Context: an optimization exercise on an open-source flow, tuned for small area, a short achievable clock period and few clock cycles. The choices shown serve that exercise and are no tape-out recipe.
RTL that was checked went through simulation tests only; none was proved equivalent to the original.
Function not checked in runs 2 and 3: the RTL went through the layout flow alone.

### flow/config.mk
export PLATFORM = sky130hd
export DESIGN_NAME = Bin2BCD
export DESIGN_NICKNAME = Bin2BCD
export VERILOG_FILES = /design/flow/design.v
export SDC_FILE = /design/flow/constraint.sdc
export NUM_CORES = 4
export LEC_CHECK = 0
export CAP_MARGIN = 20
export CORE_MARGIN = 2
export CORE_UTILIZATION = 60
export SLEW_MARGIN = 20
### flow/constraint.sdc
create_clock -name core_clock -period 15.0 [get_ports {clk}]
set_input_delay 3.0000 -clock core_clock [delete_from_list [all_inputs] [get_ports {clk}]]
set_output_delay 3.0000 -clock core_clock [all_outputs]
set_load 0.01 [all_outputs]
### flow/design.v
module Bin2BCD(input wire clk, input wire rst, input wire en, input wire [31:0] din,
  output wire [39:0] digs, output reg done);
  wire [0:0] i_q0 = 1'b0, i_q1 = 1'b0, i_q2 = 1'b0;
  wire [0:0] i_c = din[31];
  wire [0:0] x1_h, x1_q0, x1_q1, x1_q2;
  assign x1_h[0] = 1'b0;
  assign x1_q0[0] = i_c[0];
  assign x1_q1[0] = 1'b0;
  assign x1_q2[0] = 1'b0;
  wire [0:0] x1_c = din[30];
  wire [0:0] x1_Q0 = x1_q0;
  wire [0:0] x1_Q1 = x1_q1;
  wire [0:0] x1_Q2 = x1_q2;
  wire [0:0] x2_h, x2_q0, x2_q1, x2_q2;
  assign x2_h[0] = 1'b0;
  assign x2_q0[0] = ~((x1_Q0[0] & x1_c[0]) | ~(x1_Q0[0] | x1_c[0]));
  assign x2_q1[0] = ~(~x1_Q0[0] | x1_c[0]);
  assign x2_q2[0] = (x1_Q0[0] & x1_c[0]);
  wire [0:0] x2_c = din[29];
  wire [0:0] x2_Q0 = x2_q0;
  wire [0:0] x2_Q1 = x2_q1;
  wire [0:0] x2_Q2 = x2_q2;
  wire [0:0] x3_h, x3_q0, x3_q1, x3_q2;
  assign x3_h[0] = ((x2_Q1[0] & x2_c[0]) | x2_Q2[0]);
  assign x3_q0[0] = ~((x2_Q0[0] & x2_c[0]) | ~(x2_Q0[0] | x2_Q2[0] | x2_c[0]) | x2_Q1[0]);
  assign x3_q1[0] = ~((x2_Q0[0] & x2_c[0]) | ~((x2_Q2[0] & x2_c[0]) | x2_Q0[0]));
  assign x3_q2[0] = ~((x2_Q1[0] & x2_c[0]) | ~((x2_Q1[0] | x2_c[0]) & x2_Q0[0]));
  wire [1:0] x3_c = {x3_h[0:0], din[28]};
  wire [1:0] x3_Q0 = {1'b0, x3_q0};
  wire [1:0] x3_Q1 = {1'b0, x3_q1};
  wire [1:0] x3_Q2 = {1'b0, x3_q2};
  wire [1:0] x4_h, x4_q0, x4_q1, x4_q2;
  assign x4_h[0:0] = ((x3_Q1[0:0] & x3_c[0:0]) | x3_Q2[0:0]);
  assign x4_q0[0:0] = ~((x3_Q0[0:0] & x3_c[0:0]) | ~(x3_Q0[0:0] | x3_Q2[0:0] | x3_c[0:0]) | x3_Q1[0:0]);
  assign x4_q1[0:0] = ~((x3_Q0[0:0] & x3_c[0:0]) | ~((x3_Q2[0:0] & x3_c[0:0]) | x3_Q0[0:0]));
  assign x4_q2[0:0] = ~((x3_Q0[0:0] & x3_Q1[0:0] & x3_c[0:0]) | ~((x3_Q0[0:0] & x3_c[0:0]) | x3_Q1[0:0]));
  assign x4_h[1] = 1'b0;
  assign x4_q0[1] = x3_c[1];
  assign x4_q1[1] = 1'b0;
  assign x4_q2[1] = 1'b0;
  wire [1:0] x4_c = {x4_h[0:0], din[27]};
  wire [1:0] x4_Q0 = x4_q0;
  wire [1:0] x4_Q1 = x4_q1;
  wire [1:0] x4_Q2 = x4_q2;
  wire [1:0] x5_h, x5_q0, x5_q1, x5_q2;
  assign x5_h[0:0] = ((x4_Q1[0:0] & x4_c[0:0]) | x4_Q2[0:0]);
  assign x5_q0[0:0] = ~((x4_Q0[0:0] & x4_c[0:0]) | ~(x4_Q0[0:0] | x4_Q2[0:0] | x4_c[0:0]) | x4_Q1[0:0]);
  assign x5_q1[0:0] = ~((x4_Q0[0:0] & x4_c[0:0]) | ~((x4_Q2[0:0] & x4_c[0:0]) | x4_Q0[0:0]));
  assign x5_q2[0:0] = ~((x4_Q0[0:0] & x4_Q1[0:0] & x4_c[0:0]) | ~((x4_Q0[0:0] & x4_c[0:0]) | x4_Q1[0:0]));
  assign x5_h[1] = 1'b0;
  assign x5_q0[1] = ~((x4_Q0[1] & x4_c[1]) | ~(x4_Q0[1] | x4_c[1]));
  assign x5_q1[1] = ~(~x4_Q0[1] | x4_c[1]);
  assign x5_q2[1] = (x4_Q0[1] & x4_c[1]);
  wire [1:0] x5_c = {x5_h[0:0], din[26]};
  wire [1:0] x5_Q0 = x5_q0;
  wire [1:0] x5_Q1 = x5_q1;
  wire [1:0] x5_Q2 = x5_q2;
  wire [1:0] x6_h, x6_q0, x6_q1, x6_q2;
  assign x6_h[0:0] = ((x5_Q1[0:0] & x5_c[0:0]) | x5_Q2[0:0]);
  assign x6_q0[0:0] = ~((x5_Q0[0:0] & x5_c[0:0]) | ~(x5_Q0[0:0] | x5_Q2[0:0] | x5_c[0:0]) | x5_Q1[0:0]);
  assign x6_q1[0:0] = ~((x5_Q0[0:0] & x5_c[0:0]) | ~((x5_Q2[0:0] & x5_c[0:0]) | x5_Q0[0:0]));
  assign x6_q2[0:0] = ~((x5_Q0[0:0] & x5_Q1[0:0] & x5_c[0:0]) | ~((x5_Q0[0:0] & x5_c[0:0]) | x5_Q1[0:0]));
  assign x6_h[1] = ((x5_Q1[1] & x5_c[1]) | x5_Q2[1]);
  assign x6_q0[1] = ~((x5_Q0[1] & x5_c[1]) | ~(x5_Q0[1] | x5_Q2[1] | x5_c[1]) | x5_Q1[1]);
  assign x6_q1[1] = ~(~x5_Q0[1] | x5_c[1]);
  assign x6_q2[1] = ~((x5_Q1[1] & x5_c[1]) | ~((x5_Q1[1] | x5_c[1]) & x5_Q0[1]));
  wire [2:0] x6_c = {x6_h[1:0], din[25]};
  wire [2:0] x6_Q0 = {1'b0, x6_q0};
  wire [2:0] x6_Q1 = {1'b0, x6_q1};
  wire [2:0] x6_Q2 = {1'b0, x6_q2};
  wire [2:0] x7_h, x7_q0, x7_q1, x7_q2;
  assign x7_h[1:0] = ((x6_Q1[1:0] & x6_c[1:0]) | x6_Q2[1:0]);
  assign x7_q0[1:0] = ~((x6_Q0[1:0] & x6_c[1:0]) | ~(x6_Q0[1:0] | x6_Q2[1:0] | x6_c[1:0]) | x6_Q1[1:0]);
  assign x7_q1[1:0] = ~((x6_Q0[1:0] & x6_c[1:0]) | ~((x6_Q2[1:0] & x6_c[1:0]) | x6_Q0[1:0]));
  assign x7_q2[1:0] = ~((x6_Q0[1:0] & x6_Q1[1:0] & x6_c[1:0]) | ~((x6_Q0[1:0] & x6_c[1:0]) | x6_Q1[1:0]));
  assign x7_h[2] = 1'b0;
  assign x7_q0[2] = x6_c[2];
  assign x7_q1[2] = 1'b0;
  assign x7_q2[2] = 1'b0;
  wire [2:0] x7_c = {x7_h[1:0], din[24]};
  wire [2:0] x7_Q0 = x7_q0;
  wire [2:0] x7_Q1 = x7_q1;
  wire [2:0] x7_Q2 = x7_q2;
  wire [2:0] x8_h, x8_q0, x8_q1, x8_q2;
  assign x8_h[1:0] = ((x7_Q1[1:0] & x7_c[1:0]) | x7_Q2[1:0]);
  assign x8_q0[1:0] = ~((x7_Q0[1:0] & x7_c[1:0]) | ~(x7_Q0[1:0] | x7_Q2[1:0] | x7_c[1:0]) | x7_Q1[1:0]);
  assign x8_q1[1:0] = ~((x7_Q0[1:0] & x7_c[1:0]) | ~((x7_Q2[1:0] & x7_c[1:0]) | x7_Q0[1:0]));
  assign x8_q2[1:0] = ~((x7_Q0[1:0] & x7_Q1[1:0] & x7_c[1:0]) | ~((x7_Q0[1:0] & x7_c[1:0]) | x7_Q1[1:0]));
  assign x8_h[2] = 1'b0;
  assign x8_q0[2] = (x7_Q0[2] | x7_c[2]);
  assign x8_q1[2] = x7_Q0[2];
  assign x8_q2[2] = 1'b0;
  wire [2:0] x8_c = {x8_h[1:0], din[23]};
  wire [2:0] x8_Q0 = x8_q0;
  wire [2:0] x8_Q1 = x8_q1;
  wire [2:0] x8_Q2 = x8_q2;
  wire [2:0] x9_h, x9_q0, x9_q1, x9_q2;
  assign x9_h[1:0] = ((x8_Q1[1:0] & x8_c[1:0]) | x8_Q2[1:0]);
  assign x9_q0[1:0] = ~((x8_Q0[1:0] & x8_c[1:0]) | ~(x8_Q0[1:0] | x8_Q2[1:0] | x8_c[1:0]) | x8_Q1[1:0]);
  assign x9_q1[1:0] = ~((x8_Q0[1:0] & x8_c[1:0]) | ~((x8_Q2[1:0] & x8_c[1:0]) | x8_Q0[1:0]));
  assign x9_q2[1:0] = ~((x8_Q0[1:0] & x8_Q1[1:0] & x8_c[1:0]) | ~((x8_Q0[1:0] & x8_c[1:0]) | x8_Q1[1:0]));
  assign x9_h[2] = (x8_Q0[2] & x8_Q1[2] & x8_c[2]);
  assign x9_q0[2] = ~((x8_Q0[2] & x8_c[2]) | ~(x8_Q0[2] | x8_c[2]) | x8_Q1[2]);
  assign x9_q1[2] = ~(~x8_Q0[2] | x8_c[2]);
  assign x9_q2[2] = ~((x8_Q1[2] & x8_c[2]) | ~((x8_Q1[2] | x8_c[2]) & x8_Q0[2]));
  wire [3:0] x9_c = {x9_h[2:0], din[22]};
  wire [3:0] x9_Q0 = {1'b0, x9_q0};
  wire [3:0] x9_Q1 = {1'b0, x9_q1};
  wire [3:0] x9_Q2 = {1'b0, x9_q2};
  wire [3:0] x10_h, x10_q0, x10_q1, x10_q2;
  assign x10_h[2:0] = ((x9_Q1[2:0] & x9_c[2:0]) | x9_Q2[2:0]);
  assign x10_q0[2:0] = ~((x9_Q0[2:0] & x9_c[2:0]) | ~(x9_Q0[2:0] | x9_Q2[2:0] | x9_c[2:0]) | x9_Q1[2:0]);
  assign x10_q1[2:0] = ~((x9_Q0[2:0] & x9_c[2:0]) | ~((x9_Q2[2:0] & x9_c[2:0]) | x9_Q0[2:0]));
  assign x10_q2[2:0] = ~((x9_Q0[2:0] & x9_Q1[2:0] & x9_c[2:0]) | ~((x9_Q0[2:0] & x9_c[2:0]) | x9_Q1[2:0]));
  assign x10_h[3] = 1'b0;
  assign x10_q0[3] = x9_c[3];
  assign x10_q1[3] = 1'b0;
  assign x10_q2[3] = 1'b0;
  wire [3:0] x10_c = {x10_h[2:0], din[21]};
  wire [3:0] x10_Q0 = x10_q0;
  wire [3:0] x10_Q1 = x10_q1;
  wire [3:0] x10_Q2 = x10_q2;
  wire [3:0] x11_h, x11_q0, x11_q1, x11_q2;
  assign x11_h[2:0] = ((x10_Q1[2:0] & x10_c[2:0]) | x10_Q2[2:0]);
  assign x11_q0[2:0] = ~((x10_Q0[2:0] & x10_c[2:0]) | ~(x10_Q0[2:0] | x10_Q2[2:0] | x10_c[2:0]) | x10_Q1[2:0]);
  assign x11_q1[2:0] = ~((x10_Q0[2:0] & x10_c[2:0]) | ~((x10_Q2[2:0] & x10_c[2:0]) | x10_Q0[2:0]));
  assign x11_q2[2:0] = ~((x10_Q0[2:0] & x10_Q1[2:0] & x10_c[2:0]) | ~((x10_Q0[2:0] & x10_c[2:0]) | x10_Q1[2:0]));
  assign x11_h[3] = 1'b0;
  assign x11_q0[3] = (x10_Q0[3] | x10_c[3]);
  assign x11_q1[3] = x10_Q0[3];
  assign x11_q2[3] = 1'b0;
  wire [3:0] x11_c = {x11_h[2:0], din[20]};
  wire [3:0] x11_Q0 = x11_q0;
  wire [3:0] x11_Q1 = x11_q1;
  wire [3:0] x11_Q2 = x11_q2;
  wire [3:0] x12_h, x12_q0, x12_q1, x12_q2;
  assign x12_h[2:0] = ((x11_Q1[2:0] & x11_c[2:0]) | x11_Q2[2:0]);
  assign x12_q0[2:0] = ~((x11_Q0[2:0] & x11_c[2:0]) | ~(x11_Q0[2:0] | x11_Q2[2:0] | x11_c[2:0]) | x11_Q1[2:0]);
  assign x12_q1[2:0] = ~((x11_Q0[2:0] & x11_c[2:0]) | ~((x11_Q2[2:0] & x11_c[2:0]) | x11_Q0[2:0]));
  assign x12_q2[2:0] = ~((x11_Q0[2:0] & x11_Q1[2:0] & x11_c[2:0]) | ~((x11_Q0[2:0] & x11_c[2:0]) | x11_Q1[2:0]));
  assign x12_h[3] = 1'b0;
  assign x12_q0[3] = ~((x11_Q0[3] & x11_c[3]) | ~(x11_Q0[3] | x11_c[3]) | x11_Q1[3]);
  assign x12_q1[3] = ~(~x11_Q0[3] | x11_c[3]);
  assign x12_q2[3] = ((x11_Q1[3] | x11_c[3]) & x11_Q0[3]);
  wire [3:0] x12_c = {x12_h[2:0], din[19]};
  wire [3:0] x12_Q0 = x12_q0;
  wire [3:0] x12_Q1 = x12_q1;
  wire [3:0] x12_Q2 = x12_q2;
  wire [3:0] x13_h, x13_q0, x13_q1, x13_q2;
  assign x13_h[2:0] = ((x12_Q1[2:0] & x12_c[2:0]) | x12_Q2[2:0]);
  assign x13_q0[2:0] = ~((x12_Q0[2:0] & x12_c[2:0]) | ~(x12_Q0[2:0] | x12_Q2[2:0] | x12_c[2:0]) | x12_Q1[2:0]);
  assign x13_q1[2:0] = ~((x12_Q0[2:0] & x12_c[2:0]) | ~((x12_Q2[2:0] & x12_c[2:0]) | x12_Q0[2:0]));
  assign x13_q2[2:0] = ~((x12_Q0[2:0] & x12_Q1[2:0] & x12_c[2:0]) | ~((x12_Q0[2:0] & x12_c[2:0]) | x12_Q1[2:0]));
  assign x13_h[3] = ((x12_Q1[3] & x12_c[3]) | x12_Q2[3]);
  assign x13_q0[3] = ~((x12_Q0[3] & x12_c[3]) | ~(x12_Q0[3] | x12_Q2[3] | x12_c[3]) | x12_Q1[3]);
  assign x13_q1[3] = ~((x12_Q0[3] & x12_c[3]) | ~((x12_Q2[3] & x12_c[3]) | x12_Q0[3]));
  assign x13_q2[3] = ~((x12_Q1[3] & x12_c[3]) | ~((x12_Q0[3] & x12_c[3]) | x12_Q1[3]));
  wire [4:0] x13_c = {x13_h[3:0], din[18]};
  wire [4:0] x13_Q0 = {1'b0, x13_q0};
  wire [4:0] x13_Q1 = {1'b0, x13_q1};
  wire [4:0] x13_Q2 = {1'b0, x13_q2};
  wire [4:0] x14_h, x14_q0, x14_q1, x14_q2;
  assign x14_h[3:0] = ((x13_Q1[3:0] & x13_c[3:0]) | x13_Q2[3:0]);
  assign x14_q0[3:0] = ~((x13_Q0[3:0] & x13_c[3:0]) | ~(x13_Q0[3:0] | x13_Q2[3:0] | x13_c[3:0]) | x13_Q1[3:0]);
  assign x14_q1[3:0] = ~((x13_Q0[3:0] & x13_c[3:0]) | ~((x13_Q2[3:0] & x13_c[3:0]) | x13_Q0[3:0]));
  assign x14_q2[3:0] = ~((x13_Q0[3:0] & x13_Q1[3:0] & x13_c[3:0]) | ~((x13_Q0[3:0] & x13_c[3:0]) | x13_Q1[3:0]));
  assign x14_h[4] = 1'b0;
  assign x14_q0[4] = x13_c[4];
  assign x14_q1[4] = 1'b0;
  assign x14_q2[4] = 1'b0;
  wire [4:0] x14_c = {x14_h[3:0], din[17]};
  wire [4:0] x14_Q0 = x14_q0;
  wire [4:0] x14_Q1 = x14_q1;
  wire [4:0] x14_Q2 = x14_q2;
  wire [4:0] x15_h, x15_q0, x15_q1, x15_q2;
  assign x15_h[3:0] = ((x14_Q1[3:0] & x14_c[3:0]) | x14_Q2[3:0]);
  assign x15_q0[3:0] = ~((x14_Q0[3:0] & x14_c[3:0]) | ~(x14_Q0[3:0] | x14_Q2[3:0] | x14_c[3:0]) | x14_Q1[3:0]);
  assign x15_q1[3:0] = ~((x14_Q0[3:0] & x14_c[3:0]) | ~((x14_Q2[3:0] & x14_c[3:0]) | x14_Q0[3:0]));
  assign x15_q2[3:0] = ~((x14_Q0[3:0] & x14_Q1[3:0] & x14_c[3:0]) | ~((x14_Q0[3:0] & x14_c[3:0]) | x14_Q1[3:0]));
  assign x15_h[4] = 1'b0;
  assign x15_q0[4] = ~((x14_Q0[4] & x14_c[4]) | ~(x14_Q0[4] | x14_c[4]));
  assign x15_q1[4] = ~(~x14_Q0[4] | x14_c[4]);
  assign x15_q2[4] = (x14_Q0[4] & x14_c[4]);
  wire [4:0] x15_c = {x15_h[3:0], din[16]};
  wire [4:0] x15_Q0 = x15_q0;
  wire [4:0] x15_Q1 = x15_q1;
  wire [4:0] x15_Q2 = x15_q2;
  wire [4:0] x16_h, x16_q0, x16_q1, x16_q2;
  assign x16_h[3:0] = ((x15_Q1[3:0] & x15_c[3:0]) | x15_Q2[3:0]);
  assign x16_q0[3:0] = ~((x15_Q0[3:0] & x15_c[3:0]) | ~(x15_Q0[3:0] | x15_Q2[3:0] | x15_c[3:0]) | x15_Q1[3:0]);
  assign x16_q1[3:0] = ~((x15_Q0[3:0] & x15_c[3:0]) | ~((x15_Q2[3:0] & x15_c[3:0]) | x15_Q0[3:0]));
  assign x16_q2[3:0] = ~((x15_Q0[3:0] & x15_Q1[3:0] & x15_c[3:0]) | ~((x15_Q0[3:0] & x15_c[3:0]) | x15_Q1[3:0]));
  assign x16_h[4] = ((x15_Q1[4] & x15_c[4]) | x15_Q2[4]);
  assign x16_q0[4] = ~((x15_Q0[4] & x15_c[4]) | ~(x15_Q0[4] | x15_Q2[4] | x15_c[4]) | x15_Q1[4]);
  assign x16_q1[4] = ~(~x15_Q0[4] | x15_c[4]);
  assign x16_q2[4] = ~((x15_Q1[4] & x15_c[4]) | ~((x15_Q1[4] | x15_c[4]) & x15_Q0[4]));
  wire [5:0] x16_c = {x16_h[4:0], din[15]};
  wire [5:0] x16_Q0 = {1'b0, x16_q0};
  wire [5:0] x16_Q1 = {1'b0, x16_q1};
  wire [5:0] x16_Q2 = {1'b0, x16_q2};
  wire [5:0] x17_h, x17_q0, x17_q1, x17_q2;
  assign x17_h[4:0] = ((x16_Q1[4:0] & x16_c[4:0]) | x16_Q2[4:0]);
  assign x17_q0[4:0] = ~((x16_Q0[4:0] & x16_c[4:0]) | ~(x16_Q0[4:0] | x16_Q2[4:0] | x16_c[4:0]) | x16_Q1[4:0]);
  assign x17_q1[4:0] = ~((x16_Q0[4:0] & x16_c[4:0]) | ~((x16_Q2[4:0] & x16_c[4:0]) | x16_Q0[4:0]));
  assign x17_q2[4:0] = ~((x16_Q0[4:0] & x16_Q1[4:0] & x16_c[4:0]) | ~((x16_Q0[4:0] & x16_c[4:0]) | x16_Q1[4:0]));
  assign x17_h[5] = 1'b0;
  assign x17_q0[5] = x16_c[5];
  assign x17_q1[5] = 1'b0;
  assign x17_q2[5] = 1'b0;
  wire [5:0] x17_c = {x17_h[4:0], din[14]};
  wire [5:0] x17_Q0 = x17_q0;
  wire [5:0] x17_Q1 = x17_q1;
  wire [5:0] x17_Q2 = x17_q2;
  wire [5:0] x18_h, x18_q0, x18_q1, x18_q2;
  assign x18_h[4:0] = ((x17_Q1[4:0] & x17_c[4:0]) | x17_Q2[4:0]);
  assign x18_q0[4:0] = ~((x17_Q0[4:0] & x17_c[4:0]) | ~(x17_Q0[4:0] | x17_Q2[4:0] | x17_c[4:0]) | x17_Q1[4:0]);
  assign x18_q1[4:0] = ~((x17_Q0[4:0] & x17_c[4:0]) | ~((x17_Q2[4:0] & x17_c[4:0]) | x17_Q0[4:0]));
  assign x18_q2[4:0] = ~((x17_Q0[4:0] & x17_Q1[4:0] & x17_c[4:0]) | ~((x17_Q0[4:0] & x17_c[4:0]) | x17_Q1[4:0]));
  assign x18_h[5] = 1'b0;
  assign x18_q0[5] = (x17_Q0[5] | x17_c[5]);
  assign x18_q1[5] = x17_Q0[5];
  assign x18_q2[5] = 1'b0;
  wire [5:0] x18_c = {x18_h[4:0], din[13]};
  wire [5:0] x18_Q0 = x18_q0;
  wire [5:0] x18_Q1 = x18_q1;
  wire [5:0] x18_Q2 = x18_q2;
  always @(posedge clk) done <= rst & en;
  reg [5:0] r_q0, r_q1, r_q2, r_c;
  reg [12:0] r_lo;
  always @(posedge clk) begin
    r_q0 <= x18_Q0; r_q1 <= x18_Q1; r_q2 <= x18_Q2; r_c <= x18_c;
    r_lo <= din[12:0];
  end
  wire [5:0] y19_h, y19_q0, y19_q1, y19_q2;
  assign y19_h[4:0] = ((r_q1[4:0] & r_c[4:0]) | r_q2[4:0]);
  assign y19_q0[4:0] = ~((r_q0[4:0] & r_c[4:0]) | ~(r_q0[4:0] | r_q2[4:0] | r_c[4:0]) | r_q1[4:0]);
  assign y19_q1[4:0] = ~((r_q0[4:0] & r_c[4:0]) | ~((r_q2[4:0] & r_c[4:0]) | r_q0[4:0]));
  assign y19_q2[4:0] = ~((r_q0[4:0] & r_q1[4:0] & r_c[4:0]) | ~((r_q0[4:0] & r_c[4:0]) | r_q1[4:0]));
  assign y19_h[5] = (r_q0[5] & r_q1[5] & r_c[5]);
  assign y19_q0[5] = ~((r_q0[5] & r_c[5]) | ~(r_q0[5] | r_c[5]) | r_q1[5]);
  assign y19_q1[5] = ~(~r_q0[5] | r_c[5]);
  assign y19_q2[5] = ~((r_q1[5] & r_c[5]) | ~((r_q1[5] | r_c[5]) & r_q0[5]));
  wire [6:0] y19_c = {y19_h[5:0], r_lo[12]};
  wire [6:0] y19_Q0 = {1'b0, y19_q0};
  wire [6:0] y19_Q1 = {1'b0, y19_q1};
  wire [6:0] y19_Q2 = {1'b0, y19_q2};
  wire [6:0] y20_h, y20_q0, y20_q1, y20_q2;
  assign y20_h[5:0] = ((y19_Q1[5:0] & y19_c[5:0]) | y19_Q2[5:0]);
  assign y20_q0[5:0] = ~((y19_Q0[5:0] & y19_c[5:0]) | ~(y19_Q0[5:0] | y19_Q2[5:0] | y19_c[5:0]) | y19_Q1[5:0]);
  assign y20_q1[5:0] = ~((y19_Q0[5:0] & y19_c[5:0]) | ~((y19_Q2[5:0] & y19_c[5:0]) | y19_Q0[5:0]));
  assign y20_q2[5:0] = ~((y19_Q0[5:0] & y19_Q1[5:0] & y19_c[5:0]) | ~((y19_Q0[5:0] & y19_c[5:0]) | y19_Q1[5:0]));
  assign y20_h[6] = 1'b0;
  assign y20_q0[6] = y19_c[6];
  assign y20_q1[6] = 1'b0;
  assign y20_q2[6] = 1'b0;
  wire [6:0] y20_c = {y20_h[5:0], r_lo[11]};
  wire [6:0] y20_Q0 = y20_q0;
  wire [6:0] y20_Q1 = y20_q1;
  wire [6:0] y20_Q2 = y20_q2;
  wire [6:0] y21_h, y21_q0, y21_q1, y21_q2;
  assign y21_h[5:0] = ((y20_Q1[5:0] & y20_c[5:0]) | y20_Q2[5:0]);
  assign y21_q0[5:0] = ~((y20_Q0[5:0] & y20_c[5:0]) | ~(y20_Q0[5:0] | y20_Q2[5:0] | y20_c[5:0]) | y20_Q1[5:0]);
  assign y21_q1[5:0] = ~((y20_Q0[5:0] & y20_c[5:0]) | ~((y20_Q2[5:0] & y20_c[5:0]) | y20_Q0[5:0]));
  assign y21_q2[5:0] = ~((y20_Q0[5:0] & y20_Q1[5:0] & y20_c[5:0]) | ~((y20_Q0[5:0] & y20_c[5:0]) | y20_Q1[5:0]));
  assign y21_h[6] = 1'b0;
  assign y21_q0[6] = (y20_Q0[6] | y20_c[6]);
  assign y21_q1[6] = y20_Q0[6];
  assign y21_q2[6] = 1'b0;
  wire [6:0] y21_c = {y21_h[5:0], r_lo[10]};
  wire [6:0] y21_Q0 = y21_q0;
  wire [6:0] y21_Q1 = y21_q1;
  wire [6:0] y21_Q2 = y21_q2;
  wire [6:0] y22_h, y22_q0, y22_q1, y22_q2;
  assign y22_h[5:0] = ((y21_Q1[5:0] & y21_c[5:0]) | y21_Q2[5:0]);
  assign y22_q0[5:0] = ~((y21_Q0[5:0] & y21_c[5:0]) | ~(y21_Q0[5:0] | y21_Q2[5:0] | y21_c[5:0]) | y21_Q1[5:0]);
  assign y22_q1[5:0] = ~((y21_Q0[5:0] & y21_c[5:0]) | ~((y21_Q2[5:0] & y21_c[5:0]) | y21_Q0[5:0]));
  assign y22_q2[5:0] = ~((y21_Q0[5:0] & y21_Q1[5:0] & y21_c[5:0]) | ~((y21_Q0[5:0] & y21_c[5:0]) | y21_Q1[5:0]));
  assign y22_h[6] = 1'b0;
  assign y22_q0[6] = ~((y21_Q0[6] & y21_c[6]) | ~(y21_Q0[6] | y21_c[6]) | y21_Q1[6]);
  assign y22_q1[6] = ~(~y21_Q0[6] | y21_c[6]);
  assign y22_q2[6] = ((y21_Q1[6] | y21_c[6]) & y21_Q0[6]);
  wire [6:0] y22_c = {y22_h[5:0], r_lo[9]};
  wire [6:0] y22_Q0 = y22_q0;
  wire [6:0] y22_Q1 = y22_q1;
  wire [6:0] y22_Q2 = y22_q2;
  wire [6:0] y23_h, y23_q0, y23_q1, y23_q2;
  assign y23_h[5:0] = ((y22_Q1[5:0] & y22_c[5:0]) | y22_Q2[5:0]);
  assign y23_q0[5:0] = ~((y22_Q0[5:0] & y22_c[5:0]) | ~(y22_Q0[5:0] | y22_Q2[5:0] | y22_c[5:0]) | y22_Q1[5:0]);
  assign y23_q1[5:0] = ~((y22_Q0[5:0] & y22_c[5:0]) | ~((y22_Q2[5:0] & y22_c[5:0]) | y22_Q0[5:0]));
  assign y23_q2[5:0] = ~((y22_Q0[5:0] & y22_Q1[5:0] & y22_c[5:0]) | ~((y22_Q0[5:0] & y22_c[5:0]) | y22_Q1[5:0]));
  assign y23_h[6] = ((y22_Q1[6] & y22_c[6]) | y22_Q2[6]);
  assign y23_q0[6] = ~((y22_Q0[6] & y22_c[6]) | ~(y22_Q0[6] | y22_Q2[6] | y22_c[6]) | y22_Q1[6]);
  assign y23_q1[6] = ~((y22_Q0[6] & y22_c[6]) | ~((y22_Q2[6] & y22_c[6]) | y22_Q0[6]));
  assign y23_q2[6] = ~((y22_Q1[6] & y22_c[6]) | ~((y22_Q0[6] & y22_c[6]) | y22_Q1[6]));
  wire [7:0] y23_c = {y23_h[6:0], r_lo[8]};
  wire [7:0] y23_Q0 = {1'b0, y23_q0};
  wire [7:0] y23_Q1 = {1'b0, y23_q1};
  wire [7:0] y23_Q2 = {1'b0, y23_q2};
  wire [7:0] y24_h, y24_q0, y24_q1, y24_q2;
  assign y24_h[6:0] = ((y23_Q1[6:0] & y23_c[6:0]) | y23_Q2[6:0]);
  assign y24_q0[6:0] = ~((y23_Q0[6:0] & y23_c[6:0]) | ~(y23_Q0[6:0] | y23_Q2[6:0] | y23_c[6:0]) | y23_Q1[6:0]);
  assign y24_q1[6:0] = ~((y23_Q0[6:0] & y23_c[6:0]) | ~((y23_Q2[6:0] & y23_c[6:0]) | y23_Q0[6:0]));
  assign y24_q2[6:0] = ~((y23_Q0[6:0] & y23_Q1[6:0] & y23_c[6:0]) | ~((y23_Q0[6:0] & y23_c[6:0]) | y23_Q1[6:0]));
  assign y24_h[7] = 1'b0;
  assign y24_q0[7] = y23_c[7];
  assign y24_q1[7] = 1'b0;
  assign y24_q2[7] = 1'b0;
  wire [7:0] y24_c = {y24_h[6:0], r_lo[7]};
  wire [7:0] y24_Q0 = y24_q0;
  wire [7:0] y24_Q1 = y24_q1;
  wire [7:0] y24_Q2 = y24_q2;
  wire [7:0] y25_h, y25_q0, y25_q1, y25_q2;
  assign y25_h[6:0] = ((y24_Q1[6:0] & y24_c[6:0]) | y24_Q2[6:0]);
  assign y25_q0[6:0] = ~((y24_Q0[6:0] & y24_c[6:0]) | ~(y24_Q0[6:0] | y24_Q2[6:0] | y24_c[6:0]) | y24_Q1[6:0]);
  assign y25_q1[6:0] = ~((y24_Q0[6:0] & y24_c[6:0]) | ~((y24_Q2[6:0] & y24_c[6:0]) | y24_Q0[6:0]));
  assign y25_q2[6:0] = ~((y24_Q0[6:0] & y24_Q1[6:0] & y24_c[6:0]) | ~((y24_Q0[6:0] & y24_c[6:0]) | y24_Q1[6:0]));
  assign y25_h[7] = 1'b0;
  assign y25_q0[7] = ~((y24_Q0[7] & y24_c[7]) | ~(y24_Q0[7] | y24_c[7]));
  assign y25_q1[7] = ~(~y24_Q0[7] | y24_c[7]);
  assign y25_q2[7] = (y24_Q0[7] & y24_c[7]);
  wire [7:0] y25_c = {y25_h[6:0], r_lo[6]};
  wire [7:0] y25_Q0 = y25_q0;
  wire [7:0] y25_Q1 = y25_q1;
  wire [7:0] y25_Q2 = y25_q2;
  wire [7:0] y26_h, y26_q0, y26_q1, y26_q2;
  assign y26_h[6:0] = ((y25_Q1[6:0] & y25_c[6:0]) | y25_Q2[6:0]);
  assign y26_q0[6:0] = ~((y25_Q0[6:0] & y25_c[6:0]) | ~(y25_Q0[6:0] | y25_Q2[6:0] | y25_c[6:0]) | y25_Q1[6:0]);
  assign y26_q1[6:0] = ~((y25_Q0[6:0] & y25_c[6:0]) | ~((y25_Q2[6:0] & y25_c[6:0]) | y25_Q0[6:0]));
  assign y26_q2[6:0] = ~((y25_Q0[6:0] & y25_Q1[6:0] & y25_c[6:0]) | ~((y25_Q0[6:0] & y25_c[6:0]) | y25_Q1[6:0]));
  assign y26_h[7] = ((y25_Q1[7] & y25_c[7]) | y25_Q2[7]);
  assign y26_q0[7] = ~((y25_Q0[7] & y25_c[7]) | ~(y25_Q0[7] | y25_Q2[7] | y25_c[7]) | y25_Q1[7]);
  assign y26_q1[7] = ~(~y25_Q0[7] | y25_c[7]);
  assign y26_q2[7] = ~((y25_Q1[7] & y25_c[7]) | ~((y25_Q1[7] | y25_c[7]) & y25_Q0[7]));
  wire [8:0] y26_c = {y26_h[7:0], r_lo[5]};
  wire [8:0] y26_Q0 = {1'b0, y26_q0};
  wire [8:0] y26_Q1 = {1'b0, y26_q1};
  wire [8:0] y26_Q2 = {1'b0, y26_q2};
  wire [8:0] y27_h, y27_q0, y27_q1, y27_q2;
  assign y27_h[7:0] = ((y26_Q1[7:0] & y26_c[7:0]) | y26_Q2[7:0]);
  assign y27_q0[7:0] = ~((y26_Q0[7:0] & y26_c[7:0]) | ~(y26_Q0[7:0] | y26_Q2[7:0] | y26_c[7:0]) | y26_Q1[7:0]);
  assign y27_q1[7:0] = ~((y26_Q0[7:0] & y26_c[7:0]) | ~((y26_Q2[7:0] & y26_c[7:0]) | y26_Q0[7:0]));
  assign y27_q2[7:0] = ~((y26_Q0[7:0] & y26_Q1[7:0] & y26_c[7:0]) | ~((y26_Q0[7:0] & y26_c[7:0]) | y26_Q1[7:0]));
  assign y27_h[8] = 1'b0;
  assign y27_q0[8] = y26_c[8];
  assign y27_q1[8] = 1'b0;
  assign y27_q2[8] = 1'b0;
  wire [8:0] y27_c = {y27_h[7:0], r_lo[4]};
  wire [8:0] y27_Q0 = y27_q0;
  wire [8:0] y27_Q1 = y27_q1;
  wire [8:0] y27_Q2 = y27_q2;
  wire [8:0] y28_h, y28_q0, y28_q1, y28_q2;
  assign y28_h[7:0] = ((y27_Q1[7:0] & y27_c[7:0]) | y27_Q2[7:0]);
  assign y28_q0[7:0] = ~((y27_Q0[7:0] & y27_c[7:0]) | ~(y27_Q0[7:0] | y27_Q2[7:0] | y27_c[7:0]) | y27_Q1[7:0]);
  assign y28_q1[7:0] = ~((y27_Q0[7:0] & y27_c[7:0]) | ~((y27_Q2[7:0] & y27_c[7:0]) | y27_Q0[7:0]));
  assign y28_q2[7:0] = ~((y27_Q0[7:0] & y27_Q1[7:0] & y27_c[7:0]) | ~((y27_Q0[7:0] & y27_c[7:0]) | y27_Q1[7:0]));
  assign y28_h[8] = 1'b0;
  assign y28_q0[8] = (y27_Q0[8] | y27_c[8]);
  assign y28_q1[8] = y27_Q0[8];
  assign y28_q2[8] = 1'b0;
  wire [8:0] y28_c = {y28_h[7:0], r_lo[3]};
  wire [8:0] y28_Q0 = y28_q0;
  wire [8:0] y28_Q1 = y28_q1;
  wire [8:0] y28_Q2 = y28_q2;
  wire [8:0] y29_h, y29_q0, y29_q1, y29_q2;
  assign y29_h[7:0] = ((y28_Q1[7:0] & y28_c[7:0]) | y28_Q2[7:0]);
  assign y29_q0[7:0] = ~((y28_Q0[7:0] & y28_c[7:0]) | ~(y28_Q0[7:0] | y28_Q2[7:0] | y28_c[7:0]) | y28_Q1[7:0]);
  assign y29_q1[7:0] = ~((y28_Q0[7:0] & y28_c[7:0]) | ~((y28_Q2[7:0] & y28_c[7:0]) | y28_Q0[7:0]));
  assign y29_q2[7:0] = ~((y28_Q0[7:0] & y28_Q1[7:0] & y28_c[7:0]) | ~((y28_Q0[7:0] & y28_c[7:0]) | y28_Q1[7:0]));
  assign y29_h[8] = (y28_Q0[8] & y28_Q1[8] & y28_c[8]);
  assign y29_q0[8] = ~((y28_Q0[8] & y28_c[8]) | ~(y28_Q0[8] | y28_c[8]) | y28_Q1[8]);
  assign y29_q1[8] = ~(~y28_Q0[8] | y28_c[8]);
  assign y29_q2[8] = ~((y28_Q1[8] & y28_c[8]) | ~((y28_Q1[8] | y28_c[8]) & y28_Q0[8]));
  wire [9:0] y29_c = {y29_h[8:0], r_lo[2]};
  wire [9:0] y29_Q0 = {1'b0, y29_q0};
  wire [9:0] y29_Q1 = {1'b0, y29_q1};
  wire [9:0] y29_Q2 = {1'b0, y29_q2};
  wire [9:0] y30_h, y30_q0, y30_q1, y30_q2;
  assign y30_h[8:0] = ((y29_Q1[8:0] & y29_c[8:0]) | y29_Q2[8:0]);
  assign y30_q0[8:0] = ~((y29_Q0[8:0] & y29_c[8:0]) | ~(y29_Q0[8:0] | y29_Q2[8:0] | y29_c[8:0]) | y29_Q1[8:0]);
  assign y30_q1[8:0] = ~((y29_Q0[8:0] & y29_c[8:0]) | ~((y29_Q2[8:0] & y29_c[8:0]) | y29_Q0[8:0]));
  assign y30_q2[8:0] = ~((y29_Q0[8:0] & y29_Q1[8:0] & y29_c[8:0]) | ~((y29_Q0[8:0] & y29_c[8:0]) | y29_Q1[8:0]));
  assign y30_h[9] = 1'b0;
  assign y30_q0[9] = y29_c[9];
  assign y30_q1[9] = 1'b0;
  assign y30_q2[9] = 1'b0;
  wire [9:0] y30_c = {y30_h[8:0], r_lo[1]};
  wire [9:0] y30_Q0 = y30_q0;
  wire [9:0] y30_Q1 = y30_q1;
  wire [9:0] y30_Q2 = y30_q2;
  wire [9:0] y31_h, y31_q0, y31_q1, y31_q2;
  assign y31_h[8:0] = ((y30_Q1[8:0] & y30_c[8:0]) | y30_Q2[8:0]);
  assign y31_q0[8:0] = ~((y30_Q0[8:0] & y30_c[8:0]) | ~(y30_Q0[8:0] | y30_Q2[8:0] | y30_c[8:0]) | y30_Q1[8:0]);
  assign y31_q1[8:0] = ~((y30_Q0[8:0] & y30_c[8:0]) | ~((y30_Q2[8:0] & y30_c[8:0]) | y30_Q0[8:0]));
  assign y31_q2[8:0] = ~((y30_Q0[8:0] & y30_Q1[8:0] & y30_c[8:0]) | ~((y30_Q0[8:0] & y30_c[8:0]) | y30_Q1[8:0]));
  assign y31_h[9] = 1'b0;
  assign y31_q0[9] = (y30_Q0[9] | y30_c[9]);
  assign y31_q1[9] = y30_Q0[9];
  assign y31_q2[9] = 1'b0;
  wire [9:0] y31_c = {y31_h[8:0], r_lo[0]};
  wire [9:0] y31_Q0 = y31_q0;
  wire [9:0] y31_Q1 = y31_q1;
  wire [9:0] y31_Q2 = y31_q2;
  wire [9:0] o_b0 = ~(~(y31_Q0 | y31_Q2) | y31_Q1);
  wire [9:0] o_b1 = ~((y31_Q1 & y31_Q2) | ~(y31_Q1 | y31_Q2));
  wire [9:0] o_b2 = ~(~y31_Q1 | y31_Q0);
  assign digs = {o_b2[9], o_b1[9], o_b0[9], y31_c[9], o_b2[8], o_b1[8], o_b0[8], y31_c[8], o_b2[7], o_b1[7], o_b0[7], y31_c[7], o_b2[6], o_b1[6], o_b0[6], y31_c[6], o_b2[5], o_b1[5], o_b0[5], y31_c[5], o_b2[4], o_b1[4], o_b0[4], y31_c[4], o_b2[3], o_b1[3], o_b0[3], y31_c[3], o_b2[2], o_b1[2], o_b0[2], y31_c[2], o_b2[1], o_b1[1], o_b0[1], y31_c[1], o_b2[0], o_b1[0], o_b0[0], y31_c[0]};
endmodule
### flow/flow/run.sh
#!/bin/bash
set -euo pipefail
W=$PWD
rm -rf "$W/scripts_abc"
cp -r "$FLOW_HOME/scripts" "$W/scripts_abc"
cp "$W/flow/abc.script" "$W/scripts_abc/abc_speed.script"
bash "$W/standard.sh" SCRIPTS_DIR="$W/scripts_abc" ADDER_MAP_FILE= BUFFER_PORTS_ARGS="-buffer_cell sky130_fd_sc_hd__buf_1" finish > "$W/standard_flow.log" 2>&1
### flow/flow/abc.script
strash
balance
rewrite
refactor
balance
rewrite
rewrite -z
balance
refactor -z
rewrite -z
balance
dc2
dch -f
amap
### flow/standard.sh
#!/bin/bash
# synth_recipe.tcl (not shown) runs the flow's synth.tcl, then flattens the netlist and writes it again
# the make line also repeats each setting of config.mk as NAME=value (left out here)
make -C /OpenROAD-flow-scripts/flow DESIGN_CONFIG=/design/flow/config.mk WORK_HOME=/design/flow/orfs CLKGATE_MAP_FILE= SYNTH_SCRIPT=/design/flow/synth_recipe.tcl "${@:-finish}"
==> flow_summary.json, run 1 <==
{
  "worstPathArrival_ns": 6.41,
  "yosys_register_bits": 37,
  "crit_required_ns": 12.00,
  "numCtsBuffers": 5,
  "antennaDiodeCount": 0,
  "design.core.area_um2": 10700,
  "hp-start": "din[4]",
  "cp_max_fo": 3,
  "clkTransAtPathRegs_ns": 0.07,
  "grt_first_pass_wirelength_um": 23500,
  "final_nets": 1363,
  "antenna_found_initial": 0,
  "hold_class": "primary input to register",
  "fin_setup_tns_ns": 0,
  "slew_violations": 0,
  "final_hold_viol_count": 0,
  "clock_path_buffers": 2,
  "cp_common_cell": "o21ai_0",
  "syn_nets": 1284,
  "drive_gt1_share_pct": 0.602,
  "overflow": 0,
  "regArea_um2": 741,
  "avgSynthCellArea_um2": 5.22,
  "first_pass_iters": 7,
  "critPathLaunchType": "register",
  "final_util_pct": 65.9,
  "fmaxAchievable_mhz": 106,
  "cpPeakStageDelay_ns": 0.34,
  "rsz0062_at_grt": "false",
  "synth_cells": 1249,
  "groute.usage.overall_pct": 22.8,
  "layout_commonest_cell": "nor2_1",
  "die-area_um2": 11700,
  "min_period_ns": 9.41,
  "endpoint_kind": "primary output",
  "grt_pass1_vias": 6540,
  "ctsHoldBuffers": 0,
  "seq_area_frac_synth_pct": 11.4,
  "core.rowCount": 38,
  "post_cts_resized": 0,
  "die_w_um": 108,
  "drv_cap": 0,
  "synthToLayoutAreaGrowth_pct": 8.20,
  "die_h_um": 108,
  "setup_viol": 0,
  "finalCritPeriodShare_pct": 62.7,
  "tightest_slew_ns": 0.716,
  "post_cts_buffers": 0,
  "whs_ns": 2.78,
  "status": "no timing/DRC/antenna violations",
  "drt-wirelength-per-cell_um": 8.82,
  "start_util_pct": 60.9,
  "drt_iter0_drc": 208,
  "place.port_buffers": 74,
  "layout_common_cells": "nor2_1 (306), o21ai_0 (231), a21oi_1 (188)",
  "vias": 7813,
  "maxSlewHeadroom_pct": 51.1,
  "drcViolationCount": 0,
  "route.antenna.remaining_nets": 0,
  "cts_tree": "built",
  "syn_area_um2": 6520,
  "grt_max_degree": 13,
  "wl_um": 13000,
  "multi_input_area_um2": 5220,
  "vias_per_cell": 5.32,
  "ys.warnings.count": 1,
  "cp-startpoint": "r_c[2]",
  "slowest_stage": "o21ai_0",
  "ios": 76,
  "place.gp.congestion": 0.800,
  "synth_cell_types": 31,
  "cts_root_buffer": "clkbuf_8",
  "dp_hpwl_um": 11000,
  "path_class": "register to primary output",
  "numClockSinks": 37,
  "cts-htree-levels": 2,
  "fillerInstances": 1118
}
[final timing paths]
path / to / slack [ns] / depth (start not counted)
hold / removal: r_lo[4] / 2.78 / 1
setup / recovery: digs[9] / 5.59 / 31
[through the flow]
stage          instance area, um^2  setup WS [ns]  instances
2_1_floorplan                 6520           6.62       1249
3_3_place_gp                  6960           5.92       1461
3_5_place_dp                  6960           5.74       1461
4_1_cts                       7050           5.64       1469
5_1_grt                       7050           4.56       1469
6_report                      7050           5.59       1469
[area by class of cell]
type	instances	area share (%)
Timing Repair Buffer	74	3.94
Inverter	145	7.72
Sequential cell	37	10.5
Clock inverter	2	0.195
Clock buffer	6	1.17
Tap cell	140	2.48
Multi-Input combinational cell	1065	74.0
[routing by layer]
layer | global-route usage, % | vias up | part of all wire [%]
met5 | 0 | - | 0
li1 | - | 4476 | -
met4 | 3.02 | 0 | 0.45
met1 | 27.7 | 3275 | 53
met3 | 4.34 | 4 | 2.7
met2 | 42.5 | 58 | 44
[flip-flops by register name (all words and copies together), names as in the netlist]
signal	cells
r_lo	13
r_q0	6
done	1
r_q2	5
r_q1	6
r_c	6
[worst max-delay path: cells and delay by family (launching register included)]
kind | cells | cell delay (ns)
simple gates | 16 | 1.92
compound gates | 14 | 3.67
flops | 1 | 0.33
buf+inv | 1 | 0.17
[cell usage after synthesis]
cell type / number / area share, %
nor2_1: 306 / 18
o21ai_0: 231 / 18
a21oi_1: 188 / 14
clkinv_1: 145 / 8.4
nand2_1: 137 / 7.9
o21a_1: 104 / 12
dfxtp_1: 37 / 11
or2_0: 13 / 1.2
o31ai_1: 11 / 1.3
a21o_1: 10 / 1.2
nor3_1: 9 / 0.69
o21bai_1: 9 / 1.0
nor2b_1: 8 / 0.77
o211ai_1: 6 / 0.69
o22ai_1: 6 / 0.58
a211oi_1: 3 / 0.35
a22oi_1: 3 / 0.35
and2_0: 3 / 0.29
o31a_1: 3 / 0.40
a21boi_0: 2 / 0.23
a31oi_1: 2 / 0.19
buf_4: 2 / 0.23
nand3_1: 2 / 0.15
or3_1: 2 / 0.19
a2111oi_0: 1 / 0.13
conb_1: 1 / 0.058
nand2b_1: 1 / 0.096
nor4_1: 1 / 0.096
o211a_1: 1 / 0.15
o221ai_1: 1 / 0.13
o41ai_1: 1 / 0.13
[logic make-up (layout without fill, tap and decap cells)]
family	count (synthesis)	in the layout	share of synthesized area (%)
compound gates	582	582	51.0
buf+inv	147	227	8.58
flops	37	37	11.4
other cells	1	1	0.0575
simple gates	482	482	29.0
Testbench counts, summed over its fixed seeds: cycles 3,208.
==> inputs of run 2 (changes only) <==
--- a/flow/design.v
+++ b/flow/design.v
@@ -224,33 +224,33 @@
   wire [5:0] x18_Q0 = x18_q0;
   wire [5:0] x18_Q1 = x18_q1;
   wire [5:0] x18_Q2 = x18_q2;
+  wire [5:0] x19_h, x19_q0, x19_q1, x19_q2;
+  assign x19_h[4:0] = ((x18_Q1[4:0] & x18_c[4:0]) | x18_Q2[4:0]);
+  assign x19_q0[4:0] = ~((x18_Q0[4:0] & x18_c[4:0]) | ~(x18_Q0[4:0] | x18_Q2[4:0] | x18_c[4:0]) | x18_Q1[4:0]);
+  assign x19_q1[4:0] = ~((x18_Q0[4:0] & x18_c[4:0]) | ~((x18_Q2[4:0] & x18_c[4:0]) | x18_Q0[4:0]));
+  assign x19_q2[4:0] = ~((x18_Q0[4:0] & x18_Q1[4:0] & x18_c[4:0]) | ~((x18_Q0[4:0] & x18_c[4:0]) | x18_Q1[4:0]));
+  assign x19_h[5] = (x18_Q0[5] & x18_Q1[5] & x18_c[5]);
+  assign x19_q0[5] = ~((x18_Q0[5] & x18_c[5]) | ~(x18_Q0[5] | x18_c[5]) | x18_Q1[5]);
+  assign x19_q1[5] = ~(~x18_Q0[5] | x18_c[5]);
+  assign x19_q2[5] = ~((x18_Q1[5] & x18_c[5]) | ~((x18_Q1[5] | x18_c[5]) & x18_Q0[5]));
+  wire [6:0] x19_c = {x19_h[5:0], din[12]};
+  wire [6:0] x19_Q0 = {1'b0, x19_q0};
+  wire [6:0] x19_Q1 = {1'b0, x19_q1};
+  wire [6:0] x19_Q2 = {1'b0, x19_q2};
   always @(posedge clk) done <= rst & en;
-  reg [5:0] r_q0, r_q1, r_q2, r_c;
-  reg [12:0] r_lo;
+  reg [6:0] r_q0, r_q1, r_q2, r_c;
+  reg [11:0] r_lo;
   always @(posedge clk) begin
-    r_q0 <= x18_Q0; r_q1 <= x18_Q1; r_q2 <= x18_Q2; r_c <= x18_c;
-    r_lo <= din[12:0];
+    r_q0 <= x19_Q0; r_q1 <= x19_Q1; r_q2 <= x19_Q2; r_c <= x19_c;
+    r_lo <= din[11:0];
   end
-  wire [5:0] y19_h, y19_q0, y19_q1, y19_q2;
-  assign y19_h[4:0] = ((r_q1[4:0] & r_c[4:0]) | r_q2[4:0]);
-  assign y19_q0[4:0] = ~((r_q0[4:0] & r_c[4:0]) | ~(r_q0[4:0] | r_q2[4:0] | r_c[4:0]) | r_q1[4:0]);
-  assign y19_q1[4:0] = ~((r_q0[4:0] & r_c[4:0]) | ~((r_q2[4:0] & r_c[4:0]) | r_q0[4:0]));
-  assign y19_q2[4:0] = ~((r_q0[4:0] & r_q1[4:0] & r_c[4:0]) | ~((r_q0[4:0] & r_c[4:0]) | r_q1[4:0]));
-  assign y19_h[5] = (r_q0[5] & r_q1[5] & r_c[5]);
-  assign y19_q0[5] = ~((r_q0[5] & r_c[5]) | ~(r_q0[5] | r_c[5]) | r_q1[5]);
-  assign y19_q1[5] = ~(~r_q0[5] | r_c[5]);
-  assign y19_q2[5] = ~((r_q1[5] & r_c[5]) | ~((r_q1[5] | r_c[5]) & r_q0[5]));
-  wire [6:0] y19_c = {y19_h[5:0], r_lo[12]};
-  wire [6:0] y19_Q0 = {1'b0, y19_q0};
-  wire [6:0] y19_Q1 = {1'b0, y19_q1};
-  wire [6:0] y19_Q2 = {1'b0, y19_q2};
   wire [6:0] y20_h, y20_q0, y20_q1, y20_q2;
-  assign y20_h[5:0] = ((y19_Q1[5:0] & y19_c[5:0]) | y19_Q2[5:0]);
-  assign y20_q0[5:0] = ~((y19_Q0[5:0] & y19_c[5:0]) | ~(y19_Q0[5:0] | y19_Q2[5:0] | y19_c[5:0]) | y19_Q1[5:0]);
-  assign y20_q1[5:0] = ~((y19_Q0[5:0] & y19_c[5:0]) | ~((y19_Q2[5:0] & y19_c[5:0]) | y19_Q0[5:0]));
-  assign y20_q2[5:0] = ~((y19_Q0[5:0] & y19_Q1[5:0] & y19_c[5:0]) | ~((y19_Q0[5:0] & y19_c[5:0]) | y19_Q1[5:0]));
+  assign y20_h[5:0] = ((r_q1[5:0] & r_c[5:0]) | r_q2[5:0]);
+  assign y20_q0[5:0] = ~((r_q0[5:0] & r_c[5:0]) | ~(r_q0[5:0] | r_q2[5:0] | r_c[5:0]) | r_q1[5:0]);
+  assign y20_q1[5:0] = ~((r_q0[5:0] & r_c[5:0]) | ~((r_q2[5:0] & r_c[5:0]) | r_q0[5:0]));
+  assign y20_q2[5:0] = ~((r_q0[5:0] & r_q1[5:0] & r_c[5:0]) | ~((r_q0[5:0] & r_c[5:0]) | r_q1[5:0]));
   assign y20_h[6] = 1'b0;
-  assign y20_q0[6] = y19_c[6];
+  assign y20_q0[6] = r_c[6];
   assign y20_q1[6] = 1'b0;
   assign y20_q2[6] = 1'b0;
   wire [6:0] y20_c = {y20_h[5:0], r_lo[11]};
==> run 2 against run 1 <==
Net effect:
- count of clock-buffer cells in the layout shrank 1
- critical endpoint is now r_q0[4]
- final area rose by 0.57%
- worst hold slack better by 0.0035 ns
- utilization is 0.081 points higher
- non-clock buffer count did not move
- area after synthesis rose by 0.35%
- largest cell class unchanged
- critical path type is now primary input to register
==> flow_summary.json, run 2 <==
{
  "status": "no timing/DRC/antenna violations",
  "overflow": 0,
  "place.port_buffers": 74,
  "core.rowCount": 38,
  "yosysMostFrequentCell": "nor2_1",
  "setup_viol": 0,
  "seq_area_frac_synth_pct": 11.6,
  "die-area_um2": 11800,
  "synth_cell_types": 29,
  "ys.warnings.count": 1,
  "tightest_slew_ns": 0.504,
  "wl_um": 12600,
  "endpoint_kind": "register",
  "min_period_ns": 9.47,
  "synth_simple_gate_area_share_pct": 29.3,
  "rsz0062_at_grt": "false",
  "place_inst": 1466,
  "clock_path_buffers": 2,
  "post-synth-top-area-cell": "nor2_1",
  "antennaDiodeCount": 0,
  "design.core.area_um2": 10700,
  "drive_gt1_share_pct": 0.600,
  "yosys_register_bits": 38,
  "critPathLaunchType": "primary input",
  "cts-htree-levels": 2,
  "numClockSinks": 38,
  "die_w_um": 108,
  "yosys.area_share.adder_pct": 0,
  "grt_max_degree": 14,
  "vias_per_cell": 5.29,
  "place.gp.congestion": 0.824,
  "layout_common_cells": "nor2_1 (321), o21ai_0 (218), a21oi_1 (187)",
  "crit_required_ns": 15.24,
  "cpPeakStageDelay_ns": 0.50,
  "route.antenna.remaining_nets": 0,
  "synthToLayoutAreaGrowth_pct": 8.44,
  "cts_tree": "built",
  "antenna_found_initial": 0,
  "final_hold_viol_count": 0,
  "ctsHoldBuffers": 0,
  "maxSlewHeadroom_pct": 66.3,
  "layout_commonest_cell": "nor2_1",
  "path_class": "primary input to register",
  "grt_pass1_vias": 6317,
  "synthMuxAreaShare_pct": 0,
  "slowest_stage": "o32ai_1",
  "vias": 7794,
  "cts_root_buffer": "clkbuf_8",
  "synth_top_area_share_pct": 18.4,
  "synthTopCellsByCount": "nor2_1 (321), o21ai_0 (218), a21oi_1 (187)",
  "syn_nets": 1289,
  "drt-wirelength-per-cell_um": 8.56,
  "dp_hpwl_um": 10800,
  "reg_top3": "r_lo (12), r_c (7)",
  "slew_violations": 0,
  "ys_top_cells_by_area": "nor2_1 (18%), o21ai_0 (17%), a21oi_1 (14%)",
  "busiest_layer": "met2",
  "synthXorXnorAreaFrac_pct": 0,
  "groute.usage.overall_pct": 22.3,
  "cp_common_cell": "nor2_1",
  "avgSynthCellArea_um2": 5.22,
  "drv_cap": 0,
  "met3_usage_pct": 2.95,
  "ios": 76,
  "post_cts_resized": 0,
  "grt_first_pass_wirelength_um": 23100,
  "largest_reg_flops": 12,
  "post_cts_buffers": 0,
  "die_h_um": 108,
  "hold_class": "primary input to register",
  "fin_setup_tns_ns": 0,
  "synth_top_family_by_area": "compound AO/OA/AOI/OAI gates",
  "instances_no_fill": 1474,
  "cp_max_fo": 6,
  "worstPathArrival_ns": 9.71,
  "syn_area_um2": 6540,
  "fillerInstances": 1081,
  "clkTransAtPathRegs_ns": 0.08,
  "fmaxAchievable_mhz": 106,
  "use_met2_pct": 39.4,
  "async_flop_share_pct": 0,
  "final_nets": 1368,
  "synth_ff_type": "dfxtp_1",
  "start_util_pct": 60.9,
  "synth_compound_area_share_pct": 50.3,
  "numCtsBuffers": 5,
  "synth_cells": 1254,
  "finalCritPeriodShare_pct": 63.1,
  "grt_util_met1_pct": 29.3,
  "drt_iter0_drc": 276,
  "synth_edf_count": 0,
  "drcViolationCount": 0,
  "top_register": "r_lo",
  "first_pass_iters": 5
}
run 2: changes by cell type after synthesis, moves of 3 or more:
cell     delta
nor2b_1     -3
nor3_1      -3
nor2_1     +15
o22ai_1     +3
o21ai_0    -13
run 2: critical path, delay by kind of cell:
family	cells	cell delay, ns
AO/OA/AOI/OAI	21	4.35
AND/OR/NAND/NOR	15	1.70
buffers and inverters	5	0.64
run 2: path summary, 6_finish.rpt:
kind,start,endpoint,depth (start not counted)
setup / recovery,din[30],r_q0[4],41
hold / removal,din[0],r_lo[0],1
run 2: cell type report:
type	instances	area, um^2	area share, %
Sequential cell	38	761	10.7
Clock buffer	5	68.8	0.970
Timing Repair Buffer	74	278	3.92
Inverter	147	552	7.78
Multi-Input combinational cell	1067	5210	73.5
Tap cell	140	175	2.47
Clock inverter	3	45.0	0.635
run 2: cells by family after synthesis:
group                  after synthesis
flip-flops                          38
other                                1
AND/OR/NAND/NOR                    492
buffers and inverters              149
AO/OA/AOI/OAI                      574
run 2: routing by layer:
metal | vias to the layer above | part of all wire (%)
met2 | 61 | 43
met5 | - | 0
met3 | 6 | 2.3
met1 | 3249 | 54
li1 | 4478 | -
met4 | 0 | 0.54
run 2: metrics by stage:
step	setup WS, ns	hold slack (ns)	instance area, um^2	util (%)
2_1_floorplan	6.38	3.03	6540	-
4_1_cts	5.58	2.78	7090	66.0
5_1_grt	4.39	2.77	7090	66.0
3_3_place_gp	5.63	3.09	6980	64.9
3_5_place_dp	5.30	3.09	6980	64.9
6_report	5.53	2.78	7090	66.0
==> inputs of run 3 (changes only) <==
--- a/flow/config.mk
+++ b/flow/config.mk
@@ -7,5 +7,5 @@
 export LEC_CHECK = 0
 export CAP_MARGIN = 20
 export CORE_MARGIN = 2
-export CORE_UTILIZATION = 60
+export CORE_UTILIZATION = 75
 export SLEW_MARGIN = 20
==> run 3 against run 2 <==
Net effect:
- non-clock buffer count did not move
- count of clock-buffer cells in the layout rose by 1
- worst setup slack improved by 0.10 ns
- global-route usage rose by 7.7 points
- via count rose by 4.5%
- routed wire length rose by 8.3%
- final cell count fell by 2.2%
- die area fell by 19%
==> flow_summary.json, run 3 <==
{
  "status": "no timing/DRC/antenna violations",
  "antenna_found_initial": 0,
  "die_w_um": 97.4,
  "met3_usage_pct": 4.10,
  "cp_common_cell": "nor2_1",
  "antennaDiodeCount": 0,
  "whs_ns": 2.79,
  "post_cts_buffers": 0,
  "endpoint_kind": "register",
  "drcViolationCount": 0,
  "cp_max_fo": 6,
  "worstPathArrival_ns": 9.60,
  "critPathTopFamily": "compound AO/OA/AOI/OAI gates",
  "instances_no_fill": 1442,
  "critPathLaunchType": "primary input",
  "reg_top3": "r_lo (12), r_c (7)",
  "syn_area_um2": 6540,
  "numCtsBuffers": 5,
  "fin_setup_tns_ns": 0,
  "place.gp.congestion": 0.877,
  "syn_nets": 1289,
  "drv_cap": 0,
  "dpl_worst_slack_ns": 5.39,
  "path_class": "primary input to register",
  "setup_viol": 0,
  "synth_edf_count": 0,
  "drive_gt1_share_pct": 0.600,
  "drt_iter0_drc": 218,
  "overflow": 0,
  "cts-htree-levels": 2,
  "busiest_layer": "met2",
  "clock_path_buffers": 2,
  "dp_hpwl_um": 11200,
  "cts_tree": "built",
  "final_nets": 1368,
  "first_pass_iters": 5,
  "drt-wirelength-per-cell_um": 9.48,
  "post_cts_resized": 0,
  "slowest_stage": "o32ai_1",
  "layout_commonest_cell": "nor2_1",
  "clkTransAtPathRegs_ns": 0.08,
  "synth_cell_types": 29,
  "seq_area_frac_synth_pct": 11.6,
  "path_buf_inv": 5,
  "cpPeakStageDelay_ns": 0.46,
  "hold_class": "primary input to register",
  "wl_um": 13700,
  "ctsHoldBuffers": 0,
  "core.rowCount": 34,
  "grt_max_degree": 13,
  "largest_reg_flops": 12,
  "ys.warnings.count": 1,
  "place.port_buffers": 74,
  "cts_root_buffer": "clkbuf_8",
  "die-area_um2": 9480,
  "setup_ws_ns": 5.63,
  "vias": 8142,
  "groute.usage.overall_pct": 30.0,
  "fmaxAchievable_mhz": 107,
  "synthToLayoutAreaGrowth_pct": 8.26,
  "top_register": "r_lo",
  "synthTopCellsByCount": "nor2_1 (321), o21ai_0 (218), a21oi_1 (187)",
  "use_met2_pct": 58.6,
  "rsz0062_at_grt": "false",
  "ios": 76,
  "ys_top_cells_by_area": "nor2_1 (18%), o21ai_0 (17%), a21oi_1 (14%)",
  "layout_common_cells": "nor2_1 (321), o21ai_0 (218), a21oi_1 (187)",
  "grt_pass1_vias": 7288,
  "finalCritPeriodShare_pct": 62.4,
  "final_hold_viol_count": 0,
  "synth_ff_type": "dfxtp_1",
  "grt_first_pass_wirelength_um": 26100,
  "synth_top_area_share_pct": 18.4,
  "yosys_register_bits": 38,
  "die_h_um": 97.4,
  "min_period_ns": 9.37,
  "grt_util_met1_pct": 34.5,
  "route.antenna.remaining_nets": 0,
  "async_flop_share_pct": 0,
  "start_util_pct": 76.1,
  "place_inst": 1434,
  "avgSynthCellArea_um2": 5.22,
  "numClockSinks": 38,
  "post-synth-top-area-cell": "nor2_1",
  "synth_cells": 1254,
  "slew_violations": 0,
  "design.core.area_um2": 8590,
  "yosysMostFrequentCell": "nor2_1",
  "vias_per_cell": 5.65,
  "crit_required_ns": 15.24
}
run 3: changes by cell type in the layout (fill, tap and decap cells not counted):
cell        delta
clkinvlp_4     -2
bufinv_16      +1
clkbuf_8       +1
run 3: worst paths after layout:
kind / depth (start not counted) / slack (ns) / from / to
worst max-delay path: 41 / 5.63 / din[30] / r_q0[4]
worst min-delay path: 1 / 2.79 / din[3] / r_lo[3]
run 3: layout make-up:
cell class	instances	area (um^2)
Clock buffer	6	82.6
Fill cell	669	1510
Sequential cell	38	761
Clock inverter	2	60.1
Timing Repair Buffer	74	278
Inverter	147	552
Multi-Input combinational cell	1067	5210
Tap cell	108	135
run 3: per-stage QoR:
stage,cell area [um^2],util [%]
6_report,7080,82.4
5_1_grt,7080,82.4
3_5_place_dp,6940,80.7
3_3_place_gp,6940,80.7
2_1_floorplan,6540,-
4_1_cts,7080,82.4
run 3: layer usage:
layer	part of all wire (%)	vias up
met5	0	-
met4	0.70	0
met3	2.7	11
met2	48	101
met1	49	3526
li1	-	4504
run 3: kinds of logic (layout without fill, tap and decap cells):
kind of cell    after synthesis  in the layout  synth area share [%]
compound gates              574            574                  50.3
simple gates                492            492                  29.3
buf+inv                     149            229                  8.67
flops                        38             38                  11.6
other cells                   1              1                0.0573

[what the ideal ports hide]
The results above use ideal ports. As a check the final layouts listed here were re-extracted and re-timed, cells and wires unchanged.
Step 1 (the two cells are an assumption about what drives the block):
set clk [get_ports {clk}]
set_driving_cell -lib_cell sky130_fd_sc_hd__clkbuf_16 $clk
set_driving_cell -lib_cell sky130_fd_sc_hd__buf_2 [delete_from_list [all_inputs] $clk]
Step 2 times the ports against the registers' clock, not the clock port: input delays grow and output delays shrink by t, the midpoint of the rising clock arrivals with the driver on.
Slacks: ideal ports / drivers / drivers and shift; pairs: ideal ports / drivers.
run	t, ns	slack for setup (ns)	clock arrival spread, ns	worst slew at a driven data input, ns
run 1	0.336	5.594 / 5.560 / 5.709	0.010 / 0.010	0.04
run 2	0.328	5.529 / 5.541 / 5.213	0.010 / 0.010	0.03
run 3	0.328	5.633 / 5.646 / 5.318	0.012 / 0.013	0.03
After both steps setup and hold are still met in every run listed. The setup slack of run 2, which loses most, moves by +0.012 ns with the drivers and by -0.316 ns with both steps.
